This is an optimization exercise on Yosys and OpenROAD, whose aim is small area, not a production implementation.
In this exercise RTL edits were held to simulation tests only and were not proved equivalent to the original.
The clock input has no modelled driver; a real chip could not lean on it and would need a root buffer or a full tree.
Power is estimated from default activity; no workload was simulated.

==> flow/design.v <==
module PWM_Generator_Verilog (
  input  wire       clk,
  input  wire       rst_n,
  input  wire [2:0] level,    
  output reg        clk_out
);
  localparam [255:0] DONE = 256'b1111111111111111111111111111111111111111111111111111111100001111000011110000101100001011000000110000001100000001000000010000000011111111111111111111111111111110111111101111110011111100111101001111010011110000111100000000000000000000000000000000000000000000;
  reg [14:0] s;
  reg [5:0]  q;
  wire det  = s[0] & ~s[1] & ~s[3] & ~s[4] & ~s[5] & ~s[6] & s[7] & ~s[8] & ~s[9] & ~s[10] & ~s[11] & s[12] & s[13];
  wire done = (clk_out | q[5]) & DONE[{clk_out, q[2:0], det, level}];
  wire clr  = det | done;
  always @(posedge clk or negedge rst_n) begin
    if (!rst_n) begin
      s <= 15'd0;
      q <= 6'd0;
      clk_out <= 1'b1;
    end else begin
      s <= clr ? 15'd0 : {~s[13:0], ~(s[14] ^ s[7])};
      q <= done ? 6'd0 : q + {5'd0, det};
      if (done) clk_out <= ~clk_out;
    end
  end
endmodule
module robot_arm_controller (
  input         CLOCK_50,
  input         RESET_N,
  input  [3:0]  KEY,
  output [35:0] GPIO_0
);
  localparam [12:0] FR = 13'b0000111011111;
  reg [12:0] a;
  reg [4:0]  b1;
  reg [2:0]  b2;
  wire adet = a[1] & a[2] & a[3] & ~a[4] & a[5] & a[6] & a[7] & ~a[8] & ~a[9] & ~a[11];
  wire bw   = b1[4] & b1[3];    
  always @(posedge CLOCK_50 or negedge RESET_N) begin
    if (!RESET_N) begin
      a  <= FR;
      b1 <= 5'd0;
      b2 <= 3'd0;
    end else begin
      a <= {a[11:0], ~(a[12] ^ a[2]) ^ adet};
      if (adet) begin
        b1 <= bw ? 5'd0 : b1 + 5'd1;
        if (bw) b2 <= b2 + 3'd1;
      end
    end
  end
  localparam [31:0] LT10 = 32'b00000000000000000000001111111111;
  localparam [31:0] LT11 = 32'b00000000000000000000011111111111;
  localparam [31:0] LT12 = 32'b00000000000000000000111111111111;
  localparam [31:0] LT13 = 32'b00000000000000000001111111111111;
  localparam [31:0] LT14 = 32'b00000000000000000011111111111111;
  localparam [31:0] LT15 = 32'b00000000000000000111111111111111;
  localparam [31:0] LT16 = 32'b00000000000000001111111111111111;
  localparam [31:0] LT17 = 32'b00000000000000011111111111111111;
  localparam [31:0] LT18 = 32'b00000000000000111111111111111111;
  localparam [31:0] LT19 = 32'b00000000000001111111111111111111;
  localparam [31:0] LT20 = 32'b00000000000011111111111111111111;
  wire sb0 = (b2 == 3'd0);
  assign GPIO_0[0] = sb0 & LT20[b1];
  assign GPIO_0[1] = sb0 & LT19[b1];
  assign GPIO_0[2] = sb0 & LT18[b1];
  assign GPIO_0[3] = sb0 & LT17[b1];
  assign GPIO_0[4] = sb0 & LT16[b1];
  assign GPIO_0[5] = sb0 & LT15[b1];
  assign GPIO_0[6] = sb0 & LT14[b1];
  assign GPIO_0[7] = sb0 & LT13[b1];
  assign GPIO_0[8] = sb0 & LT12[b1];
  assign GPIO_0[9] = sb0 & LT11[b1];
  assign GPIO_0[10] = sb0 & LT10[b1];
  assign GPIO_0[11] = sb0;
  assign GPIO_0[12] = 1'b0;
  assign GPIO_0[14] = 1'b0;
  assign GPIO_0[35:16] = 20'd0;
  localparam [7:0] IS5 = 8'b01000000;
  localparam [7:0] IS1 = 8'b00000001;
  localparam [23:0] INC = {3'd0, 3'd6, 3'd0, 3'd0, 3'd2, 3'd6, 3'd3, 3'd1};
  localparam [23:0] DEC = {3'd0, 3'd2, 3'd0, 3'd0, 3'd1, 3'd3, 3'd0, 3'd0};
  reg [3:0] kp;
  always @(posedge CLOCK_50) kp <= KEY;
  wire [3:0] pr = ~KEY & kp;
  reg [2:0] lk, lg;
  wire inc_k = pr[0] & ~IS5[lk];
  wire dec_k = pr[1] & ~IS1[lk];
  wire inc_g = pr[2] & ~IS5[lg];
  wire dec_g = pr[3] & ~IS1[lg];
  always @(posedge CLOCK_50) begin
    if (!RESET_N) begin
      lk <= 3'd3;
      lg <= 3'd3;
    end else if (inc_k) lk <= INC[lk*3 +: 3];
    else if (dec_k) lk <= DEC[lk*3 +: 3];
    else if (inc_g) lg <= INC[lg*3 +: 3];
    else if (dec_g) lg <= DEC[lg*3 +: 3];
  end
  PWM_Generator_Verilog gen_key  (.clk(CLOCK_50), .rst_n(RESET_N), .level(lk), .clk_out(GPIO_0[13]));
  PWM_Generator_Verilog gen_grip (.clk(CLOCK_50), .rst_n(RESET_N), .level(lg), .clk_out(GPIO_0[15]));
endmodule
clock: 10.0 ns
lec_check: 0
cap_margin: 20
core_margin: 2
core_utilization: 40
slew_margin: 20
standard.sh (not shown) runs the stock make flow with config.mk's settings and CLKGATE_MAP_FILE= SYNTH_SCRIPT=/design/flow/synth_recipe.tcl, a recipe that flattens the netlist after the stock synthesis.
==> flow/flow/run.sh <==
#!/bin/bash
# Own layout flow: the standard flow (standard.sh) with
#  - synthesis by flow/mysynth.tcl: the standard synthesis script with an
#    area-oriented abc script (flow/area.abc) and without Yosys's extract_fa;
#    registers are those of the standard synthesis, which also runs here
#    (refsyn/) so that flow/regnames.py can give every register the
#    standard synthesis's instance name;
#  - port buffers of the smallest buffer cell (buf_1);
#  - clock tree synthesis without dummy loads;
#  - no splitting of the constant-0 driver (one tie cell for the 0 outputs).
set -euo pipefail
W=$(pwd)
R=orfs/results/sky130hd/robot_arm_controller/base
export MY_ABC_SCRIPT=$W/flow/area.abc
export BUFFER_PORTS_ARGS="-buffer_cell sky130_fd_sc_hd__buf_1"
export PRE_CTS_TCL=$W/flow/manual_cts.tcl
export MANUAL_CTS_GROUPS=4
export MANUAL_CTS_BUF=sky130_fd_sc_hd__clkbuf_8
export MANUAL_CTS_PORT=CLOCK_50
export SKIP_REPAIR_TIE_FANOUT=1
bash standard.sh WORK_HOME=$W/refsyn synth > $W/refsyn.log 2>&1
bash standard.sh SYNTH_SCRIPT=$W/flow/mysynth.tcl synth > $W/synth.log 2>&1
python3 flow/regnames.py refsyn/results/sky130hd/robot_arm_controller/base/1_2_yosys.v $R/1_2_yosys.v $W/renamed.v > $W/regnames.log 2>&1
mv $W/renamed.v $R/1_2_yosys.v
rm -f $R/1_synth.odb $R/1_synth.sdc
bash standard.sh SYNTH_SCRIPT=$W/flow/mysynth.tcl finish > $W/layout.log 2>&1
==> flow/flow/manual_cts.tcl <==
# Sourced before ORFS's CTS step (PRE_CTS_TCL). Builds the clock tree by hand:
# the registers are split into NGROUPS regions by placement (halves by x, then
# by y), and one clock buffer placed at each region's centre drives the clock
# pins of that region; the clock port drives only these buffers. Then ORFS's
# clock_tree_synthesis call becomes a no-op; the rest of the CTS step
# (legalization, timing repair) runs as usual.
set ngroups $::env(MANUAL_CTS_GROUPS)
set bufcell $::env(MANUAL_CTS_BUF)
set block [ord::get_db_block]
set db [ord::get_db]
set clk_net [$block findNet $::env(MANUAL_CTS_PORT)]
set master [$db findMaster $bufcell]

set sinks {}
foreach it [$clk_net getITerms] {
  set inst [$it getInst]
  set loc [$inst getLocation]
  lappend sinks [list $it [lindex $loc 0] [lindex $loc 1]]
}
proc split_groups {items n axis} {
  if {$n <= 1} { return [list $items] }
  set sorted [lsort -integer -index $axis $items]
  set n1 [expr {$n / 2}]
  set k [expr {int(round(double([llength $sorted]) * $n1 / $n))}]
  set a [lrange $sorted 0 [expr {$k - 1}]]
  set b [lrange $sorted $k end]
  set next [expr {$axis == 1 ? 2 : 1}]
  return [concat [split_groups $a $n1 $next] [split_groups $b [expr {$n - $n1}] $next]]
}
set groups [split_groups $sinks $ngroups 1]
set g 0
foreach grp $groups {
  set sx 0; set sy 0
  foreach s $grp { incr sx [lindex $s 1]; incr sy [lindex $s 2] }
  set cx [expr {$sx / [llength $grp]}]
  set cy [expr {$sy / [llength $grp]}]
  set buf [odb::dbInst_create $block $master "clkbuf_manual_$g"]
  set net [odb::dbNet_create $block "clknet_manual_$g"]
  $net setSigType CLOCK
  [$buf findITerm A] connect $clk_net
  [$buf findITerm X] connect $net
  foreach s $grp {
    set it [lindex $s 0]
    $it disconnect
    $it connect $net
  }
  $buf setLocation $cx $cy
  $buf setPlacementStatus PLACED
  puts "manual CTS: buffer $g at ($cx, $cy) drives [llength $grp] clock pins"
  incr g
}
set_propagated_clock [all_clocks]
proc clock_tree_synthesis {args} { puts "clock_tree_synthesis skipped: manual clock tree built by flow/manual_cts.tcl" }
Other scripts of this flow, unchanged in this note and not shown: flow/flow/area.abc, flow/flow/mysynth.tcl, flow/flow/regnames.py
The first run produced a clean layout.
Next try:
--- a/flow/flow/run.sh
+++ b/flow/flow/run.sh
@@ -8,3 +8,4 @@
 #  - port buffers of the smallest buffer cell (buf_1);
-#  - clock tree synthesis without dummy loads;
+#  - a hand-built clock tree (flow/manual_cts.tcl): four clkbuf_8, each
+#    driving the registers of one quarter of the placement;
 #  - no splitting of the constant-0 driver (one tie cell for the 0 outputs).
What happened:
- The new run ran to the end with no violations
- cell area does not change
- register-to-register slack stays flat
- global-route usage does not change
Next try:
--- a/flow/flow/run.sh
+++ b/flow/flow/run.sh
@@ -8,4 +8,3 @@
 #  - port buffers of the smallest buffer cell (buf_1);
-#  - a hand-built clock tree (flow/manual_cts.tcl): four clkbuf_8, each
-#    driving the registers of one quarter of the placement;
+#  - clock tree synthesis without dummy loads;
 #  - no splitting of the constant-0 driver (one tie cell for the 0 outputs).
@@ -16,6 +15,3 @@
 export BUFFER_PORTS_ARGS="-buffer_cell sky130_fd_sc_hd__buf_1"
-export PRE_CTS_TCL=$W/flow/manual_cts.tcl
-export MANUAL_CTS_GROUPS=4
-export MANUAL_CTS_BUF=sky130_fd_sc_hd__clkbuf_8
-export MANUAL_CTS_PORT=CLOCK_50
+export CTS_ARGS="-sink_clustering_enable -repair_clock_nets -dont_use_dummy_load"
 export SKIP_REPAIR_TIE_FANOUT=1
removed: flow/flow/manual_cts.tcl
Setup slack loses 0.16 ns.
Final area rose by 2.2%.
Via count goes up by 0.94%.
Clock skew came out higher by 0.013 ns.
Total power went up by 14%.
Area after synthesis stays the same.
Final cell count is higher by 1.3%.
Clock power climbs by 55%.
The clock cells of the first and second runs of this note come from the design's own scripts or RTL, not from TritonCTS.

[separate check: timing with driven ports]
How much do the figures lean on ideal ports? The routed layouts below were timed once more, with nothing changed but the port constraints. Step 1, drivers: a clkbuf_16 drives CLOCK_50 and a buf_2 each remaining input, both assumed. Step 2 also shifts input and output timing later by t, the mid clock arrival at the registers, as if the neighbouring blocks saw the same clock. Slacks: ideal ports / drivers / drivers and shift; pairs: ideal ports / drivers.
| run | t, ns | setup WS [ns] | worst slew at a driven data input, ns |
|---|---|---|---|
| the first run | 0.221 | 6.445 / 6.387 / 6.508 | 0.03 |
| the second run | 0.221 | 6.445 / 6.387 / 6.508 | 0.03 |
| the third run | 0.356 | 6.287 / 6.259 / 6.486 | 0.03 |
After both steps every run listed still meets setup and hold.
